Background: an optimization exercise with open tools, aiming at small area and a short achievable clock period. Do not read the settings as production practice.
In this exercise RTL edits were held to simulation tests only and were not proved equivalent to the original.
Power is estimated from default activity; no workload was simulated.

[flow/run.sh]
#!/bin/bash
# synth_recipe.tcl (not shown) runs the flow's synth.tcl, then flattens the netlist and writes it again
# the make line also repeats each setting of config.mk as NAME=value (left out here)
make -C /OpenROAD-flow-scripts/flow DESIGN_CONFIG=/design/flow/config.mk WORK_HOME=/design/flow/orfs CLKGATE_MAP_FILE= SYNTH_SCRIPT=/design/flow/synth_recipe.tcl finish
[flow/config.mk]
export PLATFORM = sky130hd
export DESIGN_NAME = decode_stage
export DESIGN_NICKNAME = decode_stage
export VERILOG_FILES = /design/flow/design.v
export SDC_FILE = /design/flow/constraint.sdc
export NUM_CORES = 4
export LEC_CHECK = 0
export CAP_MARGIN = 20
export CORE_MARGIN = 2
export CORE_UTILIZATION = 35
export SLEW_MARGIN = 20
[flow/constraint.sdc]
create_clock -name core_clock -period 4.0 [get_ports {i_clk}]
set_input_delay 0.8000 -clock core_clock [delete_from_list [all_inputs] [get_ports {i_clk}]]
set_output_delay 0.8000 -clock core_clock [all_outputs]
set_load 0.01 [all_outputs]
[flow/design.v]
`default_nettype none
module decoder (
    input wire [31:0] i_inst,
    output wire [56:0] o_bundle,
    output wire o_valid
);
    localparam UNIT_ASB = 3'h0;
    localparam UNIT_LOGIC = 3'h1;
    localparam UNIT_LOAD = 3'h2;
    localparam UNIT_STORE = 3'h3;
    localparam UNIT_ENV = 3'h4;
    localparam ASB_FUNC_PC_BIT = 0;
    localparam ASB_FUNC_IMM_BIT = 1;
    localparam ASB_FUNC_NEG_BIT = 2;
    localparam ASB_FUNC_UNSIGNED_BIT = 0;
    localparam ASB_OP_BRANCH = 3'h0;
    localparam ASB_OP_ADDSUB = 3'h1;
    localparam ASB_OP_SLT = 3'h2;
    localparam LOGIC_OP_XOR = 3'h0;
    localparam LOGIC_OP_OR = 3'h1;
    localparam LOGIC_OP_AND = 3'h2;
    localparam LOGIC_OP_SHIFT = 3'h3;
    wire [1:0] c_opcode = i_inst[1:0];
    wire compressed = c_opcode != 2'b11;
    wire [4:0] w_opcode = i_inst[6:2];
    wire [4:0] w_rd = i_inst[11:7];
    wire [4:0] w_rs1 = i_inst[19:15];
    wire [4:0] w_rs2 = i_inst[24:20];
    wire [2:0] w_funct3 = i_inst[14:12];
    wire [6:0] w_funct7 = i_inst[31:25];
    wire w_branch = w_opcode == 5'b11000;
    wire w_load = w_opcode == 5'b00000;
    wire w_store = w_opcode == 5'b01000;
    wire w_intri = w_opcode == 5'b00100;
    wire w_intrr = w_opcode == 5'b01100;
    wire w_jal = w_opcode == 5'b11011;
    wire w_jalr = w_opcode == 5'b11001;
    wire w_auipc = w_opcode == 5'b00101;
    wire w_lui = w_opcode == 5'b01101;
    wire w_ecall = i_inst == 32'h00000073;
    wire w_ebreak = i_inst == 32'h00100073;
    reg valid;
    reg [2:0] unit, op, func;
    always @(*) begin
        valid = 1'b0;
        unit = 3'bxxx;
        op = 3'bxxx;
        func = 3'bxxx;
        case (1'b1)
            w_branch: begin
                case (w_funct3)
                    3'b000, 3'b001, 3'b100, 3'b101, 3'b110, 3'b111: valid = 1'b1;
                endcase
                unit = UNIT_ASB;
                op = ASB_OP_BRANCH;
                func[ASB_FUNC_PC_BIT] = 1'b1;
                func[ASB_FUNC_IMM_BIT] = 1'b1;
                func[ASB_FUNC_NEG_BIT] = 1'b0;
                func = w_funct3;
            end
            w_load: begin
                case (w_funct3)
                    3'b000, 3'b001, 3'b010, 3'b100, 3'b101: valid = 1'b1;
                endcase
                unit = UNIT_LOAD;
                op[1:0] = w_funct3[1:0];     
                func[0] = w_funct3[2];       
            end
            w_store: begin
                case (w_funct3)
                    3'b000, 3'b001, 3'b010: valid = 1'b1;
                endcase
                unit = UNIT_STORE;
                op[1:0] = w_funct3[1:0];     
            end
            w_intri: begin
                casex (w_funct3)
                    3'b000: begin
                        valid = 1'b1;
                        unit = UNIT_ASB;
                        op = ASB_OP_ADDSUB;
                        func[ASB_FUNC_PC_BIT] = 1'b0;
                        func[ASB_FUNC_IMM_BIT] = 1'b1;
                        func[ASB_FUNC_NEG_BIT] = 1'b0;
                    end
                    3'b01x: begin
                        valid = 1'b1;
                        unit = UNIT_ASB;
                        op = ASB_OP_SLT;
                        func[ASB_FUNC_UNSIGNED_BIT] = w_funct3[0];
                    end
                    3'b100: begin
                        valid = 1'b1;
                        unit = UNIT_LOGIC;
                        op = LOGIC_OP_XOR;
                    end
                    3'b110: begin
                        valid = 1'b1;
                        unit = UNIT_LOGIC;
                        op = LOGIC_OP_OR;
                    end
                    3'b111: begin
                        valid = 1'b1;
                        unit = UNIT_LOGIC;
                        op = LOGIC_OP_AND;
                    end
                    3'b001: begin
                        valid = w_funct7 == 7'b0000000;
                        unit = UNIT_LOGIC;
                        op = LOGIC_OP_SHIFT;
                        func[1] = w_funct7[5];
                        func[0] = w_funct3[2];
                    end
                    3'b101: begin
                        valid = (w_funct7 == 7'b0000000) || (w_funct7 == 7'b0100000);
                        unit = UNIT_LOGIC;
                        op = LOGIC_OP_SHIFT;
                        func[1] = w_funct7[5];
                        func[0] = w_funct3[2];
                    end
                endcase
            end
            w_intrr: begin
                casex (w_funct3)
                    3'b000: begin
                        valid = (w_funct7 == 7'b0000000) || (w_funct7 == 7'b0100000);
                        unit = UNIT_ASB;
                        op = ASB_OP_ADDSUB;
                        func[ASB_FUNC_PC_BIT] = 1'b0;
                        func[ASB_FUNC_IMM_BIT] = 1'b0;
                        func[ASB_FUNC_NEG_BIT] = w_funct7[5];
                    end
                    3'b01x: begin
                        valid = w_funct7 == 7'b0000000;
                        unit = UNIT_ASB;
                        op = ASB_OP_SLT;
                        func[ASB_FUNC_IMM_BIT] = 1'b0;
                        func[ASB_FUNC_UNSIGNED_BIT] = w_funct3[0];
                    end
                    3'b100: begin
                        valid = w_funct7 == 7'b0000000;
                        unit = UNIT_LOGIC;
                        op = LOGIC_OP_XOR;
                    end
                    3'b110: begin
                        valid = w_funct7 == 7'b0000000;
                        unit = UNIT_LOGIC;
                        op = LOGIC_OP_OR;
                    end
                    3'b111: begin
                        valid = w_funct7 == 7'b0000000;
                        unit = UNIT_LOGIC;
                        op = LOGIC_OP_AND;
                    end
                    3'b001: begin
                        valid = w_funct7 == 7'b0000000;
                        unit = UNIT_LOGIC;
                        op = LOGIC_OP_SHIFT;
                        func[1] = w_funct7[5];
                        func[0] = w_funct3[2];
                    end
                    3'b101: begin
                        valid = (w_funct7 == 7'b0000000) || (w_funct7 == 7'b0100000);
                        unit = UNIT_LOGIC;
                        op = LOGIC_OP_SHIFT;
                        func[1] = w_funct7[5];
                        func[0] = w_funct3[2];
                    end
                endcase
            end
            w_jal: begin
                valid = 1'b1;
                unit = UNIT_ASB;
                op = ASB_OP_ADDSUB;
                func[ASB_FUNC_PC_BIT] = 1'b1;
                func[ASB_FUNC_IMM_BIT] = 1'b1;
                func[ASB_FUNC_NEG_BIT] = 1'b0;
            end
            w_jalr: begin
                valid = w_funct3 == 3'b000;
                unit = UNIT_ASB;
                op = ASB_OP_ADDSUB;
                func[ASB_FUNC_PC_BIT] = 1'b0;
                func[ASB_FUNC_IMM_BIT] = 1'b0;
                func[ASB_FUNC_NEG_BIT] = 1'b0;
            end
            w_auipc: begin
                valid = 1'b1;
                unit = UNIT_ASB;
                op = ASB_OP_ADDSUB;
                func[ASB_FUNC_PC_BIT] = 1'b1;
                func[ASB_FUNC_IMM_BIT] = 1'b1;
                func[ASB_FUNC_NEG_BIT] = 1'b0;
            end
            w_lui: begin
                valid = 1'b1;
                unit = UNIT_ASB;
                op = ASB_OP_ADDSUB;
                func[ASB_FUNC_PC_BIT] = 1'b0;
                func[ASB_FUNC_IMM_BIT] = 1'b1;
                func[ASB_FUNC_NEG_BIT] = 1'b0;
            end
            w_ecall: begin
                valid = 1'b1;
                unit = UNIT_ENV;
            end
            w_ebreak: begin
                valid = 1'b1;
                unit = UNIT_ENV;
            end
        endcase
    end
    wire w_type_r = w_intrr;
    wire w_type_i = w_intri || w_load || w_jalr || w_ecall || w_ebreak;
    wire w_type_s = w_store;
    wire w_type_b = w_branch;
    wire w_type_j = w_jal;
    wire w_type_u = w_auipc || w_lui;
    wire [31:0] w_imm;
    assign w_imm[31] = i_inst[31];
    assign w_imm[30:20] = w_type_u ? i_inst[30:20] : {11{i_inst[31]}};
    assign w_imm[19:12] = (w_type_u || w_type_j) ? i_inst[19:12] : {8{i_inst[31]}};
    wire imm11_sext = i_inst[31] & !w_type_u;
    wire imm11_bj = w_type_b ? i_inst[7] : i_inst[20];
    assign w_imm[11] = w_type_u ? 1'b0 : ((w_type_i || w_type_s) ? imm11_sext : imm11_bj);
    assign w_imm[10:5] = i_inst[30:25] & {6{!w_type_u}};
    assign w_imm[4:1] = ((w_type_i || w_type_j) ? i_inst[24:21] : i_inst[11:8]) & {4{!w_type_u}};
    assign w_imm[0] = (w_type_i ? i_inst[20] : i_inst[7]) & (w_type_i || w_type_s);
    assign o_bundle = {w_rs1, w_rs2, w_rd, unit, op, func, w_imm, 1'b0};
    assign o_valid = valid && !compressed;
endmodule
`default_nettype none
module segment #(
    parameter WORD = 32,
    parameter HALF = 16,
    parameter WIDTH = 4,             
    parameter BITS = WORD * WIDTH,
    parameter DWIDTH = 2 * WIDTH     
) (
    input wire [0:BITS - 1] i_packet,
    output wire [0:DWIDTH - 1] o_valid,
    output reg [$clog2(DWIDTH + 1) - 1:0] o_valid_count
);
    wire [0:DWIDTH - 1] compressed;
    genvar i;
    generate
        for (i = 0; i < DWIDTH; i = i + 1)
            assign compressed[i] = i_packet[i * HALF + 6:i * HALF + 7] != 2'b11;
    endgenerate
    assign o_valid[0] = 1'b1;
    generate if (WIDTH > 1)
        assign o_valid[1] = o_valid[0] && compressed[0];
    endgenerate
    genvar j;
    generate
        for (j = 2; j < DWIDTH; j = j + 1)
            assign o_valid[j] = (o_valid[j - 2] && !compressed[j - 2]) || (o_valid[j - 1] && compressed[j - 1]);
    endgenerate
    integer k;
    always @(*) begin
        o_valid_count = 0;
        for (k = 0; k < DWIDTH; k = k + 1)
            o_valid_count = o_valid_count + o_valid[k];
    end
endmodule
`default_nettype none
module decode_stage (
    input wire i_clk,
    input wire i_rst_n,
    input wire [127:0] i_packet,         
    output reg [56:0] o_bundle0,
    output reg [56:0] o_bundle1,
    output reg [56:0] o_bundle2,
    output reg [56:0] o_bundle3,
    output reg [6:0] o_inst_valid,       
    output reg [7:0] o_seg_valid,        
    output reg [3:0] o_seg_count
);
    localparam BWIDTH = 57;
    wire [7:0] inst_bytes [0:15];
    wire [BWIDTH - 1:0] bundles [0:6];
    wire [0:6] inst_valid;
    genvar byindex;
    generate
        for (byindex = 0; byindex < 16; byindex = byindex + 1) begin : g_bytes
            assign inst_bytes[byindex] = i_packet[8 * byindex + 7:8 * byindex];
        end
    endgenerate
    genvar dindex;
    generate
        for (dindex = 0; dindex < 7; dindex = dindex + 1) begin : g_dec
            decoder decoder (
                .i_inst({inst_bytes[2 * dindex + 3], inst_bytes[2 * dindex + 2], inst_bytes[2 * dindex + 1], inst_bytes[2 * dindex + 0]}),
                .o_bundle(bundles[dindex]),
                .o_valid(inst_valid[dindex])
            );
        end
    endgenerate
    wire [0:127] packet;
    genvar bindex;
    generate
        for (bindex = 0; bindex < 16; bindex = bindex + 1) begin : g_packet
            assign packet[8 * bindex:8 * bindex + 7] = inst_bytes[bindex][7:0];
        end
    endgenerate
    wire [0:7] decoder_valid;
    wire [3:0] decoder_valid_count;
    segment segmenter (.i_packet(packet), .o_valid(decoder_valid), .o_valid_count(decoder_valid_count));
    reg [BWIDTH - 1:0] di_bundles [0:3];
    always @(*) begin
        di_bundles[0] = bundles[0];
        di_bundles[1] = {BWIDTH{1'bx}};
        di_bundles[2] = {BWIDTH{1'bx}};
        di_bundles[3] = {BWIDTH{1'bx}};
        casez (decoder_valid)
            8'b11??????: di_bundles[1] = bundles[1];
            8'b101?????: di_bundles[1] = bundles[2];
        endcase
        casez (decoder_valid)
            8'b111?????: di_bundles[2] = bundles[2];
            8'b1101????: di_bundles[2] = bundles[3];
            8'b1011????: di_bundles[2] = bundles[3];
            8'b10101???: di_bundles[2] = bundles[4];
        endcase
        casez (decoder_valid)
            8'b1111????: di_bundles[3] = bundles[3];
            8'b11101???: di_bundles[3] = bundles[4];
            8'b11011???: di_bundles[3] = bundles[4];
            8'b110101??: di_bundles[3] = bundles[5];
            8'b10111???: di_bundles[3] = bundles[4];
            8'b101101??: di_bundles[3] = bundles[5];
            8'b101011??: di_bundles[3] = bundles[5];
            8'b1010101?: di_bundles[3] = bundles[6];
        endcase
    end
    integer i;
    always @(posedge i_clk, negedge i_rst_n) begin
        if (!i_rst_n) begin
            o_bundle0 <= {BWIDTH{1'b0}};
            o_bundle1 <= {BWIDTH{1'b0}};
            o_bundle2 <= {BWIDTH{1'b0}};
            o_bundle3 <= {BWIDTH{1'b0}};
            o_inst_valid <= 7'd0;
            o_seg_valid <= 8'd0;
            o_seg_count <= 4'd0;
        end else begin
            o_bundle0 <= di_bundles[0];
            o_bundle1 <= di_bundles[1];
            o_bundle2 <= di_bundles[2];
            o_bundle3 <= di_bundles[3];
            for (i = 0; i < 7; i = i + 1)
                o_inst_valid[i] <= inst_valid[i];
            for (i = 0; i < 8; i = i + 1)
                o_seg_valid[i] <= decoder_valid[i];
            o_seg_count <= decoder_valid_count;
        end
    end
endmodule
==> summary.txt <==
- H-tree depth: 1
- Die W: slightly above 200 µm
- Critical Path AT: 4150 ps
- Nature of the critical path startpoint: input port
- Minimum clock period: roughly 3700 ps
- Pwr Total: between 7 and 8 mW
- Status: no timing/DRC/antenna violations
- Post CTS Setup Buffer Count: 0
- Synthesized area: approximately 14000 µm²
- Setup tns final: 0 ps
- DR pass1 iterations: 6
- Hold Buf Count CTS: 0
- Max Slew Vio Count: 0
- Max incr delay on CP: 500 ps
- Tcrit/Tclk final: 0.930
- CTS root buf: clkbuf_16
- Area grow syn2layout: 42.2%
- RSZ-0062 raised after global routing: false
- GPL Wtd Cong: about 0.96
- WL final: around 67000 µm
- Core area: slightly below 40000 µm²
- Multi-input gate area: slightly above 7000 µm²
- Most frequent cells in the layout: clkdlybuf4s50_1 (367), dfrtp_1 (239), nand2_1 (221)
- Synth async-reset ratio: 1.00
- Crit end category: flop
- Total gr overflow: 0
- Yosys warns: 5
- Die Height: 203 µm
- Fraction of layout cells with a size suffix above 1: 0.108
- EDFF count, synth: 0
- CP Class: in -> reg
- Crit path max fanout: 3
- Post-CTS sizing: 0
- Die area: approximately 41000 µm²
- CP most frequent cell: nor2_1
- HP Class: in -> async
- Req. time, crit path: approximately 4400 ps
- MaxCap Viol Count: 0
- DR WL/cell: ~26 µm
- Site Rows: 72
- Crit-path leading delay family: adder cells
- PortBufs: 368
- DP HPWL: between 50000 and 60000 µm
- Vias in the first global route: 14800
- Pwr Density: approximately 370 nW/µm²
- Fmax achieved: approximately 270 MHz
- First-pass GRT wire length: 97900 µm
- Slowest CP cell: clkdlybuf4s50_1
- Crit path cell chain: clkdlybuf4s50_1, nand2_1, nor2_2, nor2_1, nor2_1, nor2_1, nor2_1, nor2_1, fa_1, fa_1, fa_1, fa_1, xnor2_1
- Clock Pin Slew Worst Setup and Hold Paths: ~60 ps
- Relative slew slack: 0.444
- Layout fillers: around 3700
- Via count: 15500
- Synth unique cells: 80
- Synth Flop Type: dfrtp_1
- Initial antenna violation count: 2
- Num CTS Buffers: 26
- Total track usage: 0.313
- Initial Util: 0.357
- Final cell utilization of the core: 0.507
- Antenna Nets Post-Route: 0
- Post-Synthesis Cells: between 1500 and 2000
- Worst slew pin tran: roughly 830 ps
- Clock buffer depth: 3
- Leading cell type in the layout, fill and taps excluded: clkdlybuf4s50_1
- Pleak: approximately 8.1 nW
- Drt initial violations: about 2200
- Pin count of the biggest net entering global routing: around 90
- Register area share after synthesis: 0.431
- Syn avg cell area: 8.38 µm²
- CP Buf/Inv Count: 1
- IO Pins: between 300 and 400
- Final hold violations: 0
- # setup viols final: 0
- Nets: 2185
- DP Area: ~19000 µm²
- Sinks on the clock net: between 200 and 250
- Reg area: roughly 6000 µm²
- VDD IR-drop max: 0.198 mV
- CTS tree: yes
- Synth Register Bits: roughly 240
- DRC errors left: 0
- Vias per std cell: 6.00
- Final instance area: ~20000 µm²
==> report_power, final <==
group / total [mW] / internal [mW] / switching [mW]
Clock: 2.67 / 1.63 / 1.04
Sequential: 2.74 / 2.65 / 0.0901
Combinational: 1.96 / 0.871 / 1.09
Total: 7.36 / 5.15 / 2.22
==> synthesized netlist by cell type (all sizes together), types with 30 or more instances <==
| cell type | count | area [µm²] |
|---|---|---|
| clkbuf | 139 | 522 |
| a31oi | 44 | 275 |
| nor3 | 49 | 245 |
| inv | 39 | 146 |
| dfrtp | 239 | 5980 |
| o21ai | 115 | 576 |
| nand2b | 30 | 188 |
| mux2i | 34 | 340 |
| nand2 | 222 | 836 |
| a21oi | 172 | 861 |
| nor2 | 119 | 447 |
| a211oi | 38 | 285 |
==> per-layer routing <==
metal  up-vias  GRT usage  wire length (µm)
met1      7452      0.433             27200
met2      1119      0.502             30600
met3       143     0.0542              6710
li1       6812          -                 -
met5         -          0                13
met4         2     0.0962              2160
==> through the flow <==
step	hold WS [ps]	setup slack, ps	instances
floorplan	504	42.9	1663
global placement	858	-180	2539
detailed placement	856	-275	2539
CTS	274	293	2587
global route	325	134	2587
finish	264	282	2590
==> layout make-up <==
class / count / area share
multi-input combinational: 1221 / 0.361
sequential: 239 / 0.303
timing repair buffer: 522 / 0.247
clock buffer: 34 / 0.0376
tap: 518 / 0.0328
clock inverter: 14 / 0.0106
inverter: 39 / 0.00742
antenna: 3 / 0.000380
==> sequential cells by signal, summed over array words and instances (netlist names) <==
register,flops
o_bundle0,55
o_bundle1,55
o_bundle2,55
o_bundle3,55
o_seg_valid,8
o_inst_valid,7
o_seg_count,4
==> cells by family (layout without fill, tap and decap cells) <==
kind of cell    after synthesis  in the layout  synth area share
fa+ha+maj                     6              6           0.00757
flops                       239            239             0.431
compound gates              581            581             0.269
buf+inv                     203            609            0.0581
other cells                   2             12          0.000541
xor+xnor                     14             14           0.00883
simple gates                574            574             0.198
mux                          37             37            0.0270
==> worst paths after layout <==
check / end / depth (start not counted) / startpoint / slack [ps]
min in group core_clock: o_bundle0[52] / 1 / i_packet[15] / 810
max in group asynchronous: o_bundle3[46] / 2 / i_rst_n / 2920
worst min-delay path: o_bundle0[13] / 1 / i_rst_n / 260
worst max-delay path: o_seg_count[2] / 13 / i_packet[17] / 280

==> what the ideal ports hide <==
How much do the figures lean on ideal ports? The routed layout below was timed once more, with nothing changed but the port constraints. Step 1, drivers: a clkbuf_16 drives i_clk and a buf_2 each remaining input, both assumed. Step 2 also shifts input and output timing later by t, the mid clock arrival at the registers, as if the neighbouring blocks saw the same clock. a / b / c = ideal ports / drivers / drivers and shift; a / b = the first two.
shift t [ns]: 0.607
setup slack, ns: 0.282 / 0.315 / -0.292
worst setup path after step 2: input to register
worst data-port slew with drivers (ns): 0.12
With both steps, setup timing fails in this run, where it was met with ideal ports. The setup slack of this run moves by +0.033 ns with the drivers and by -0.574 ns with both steps.
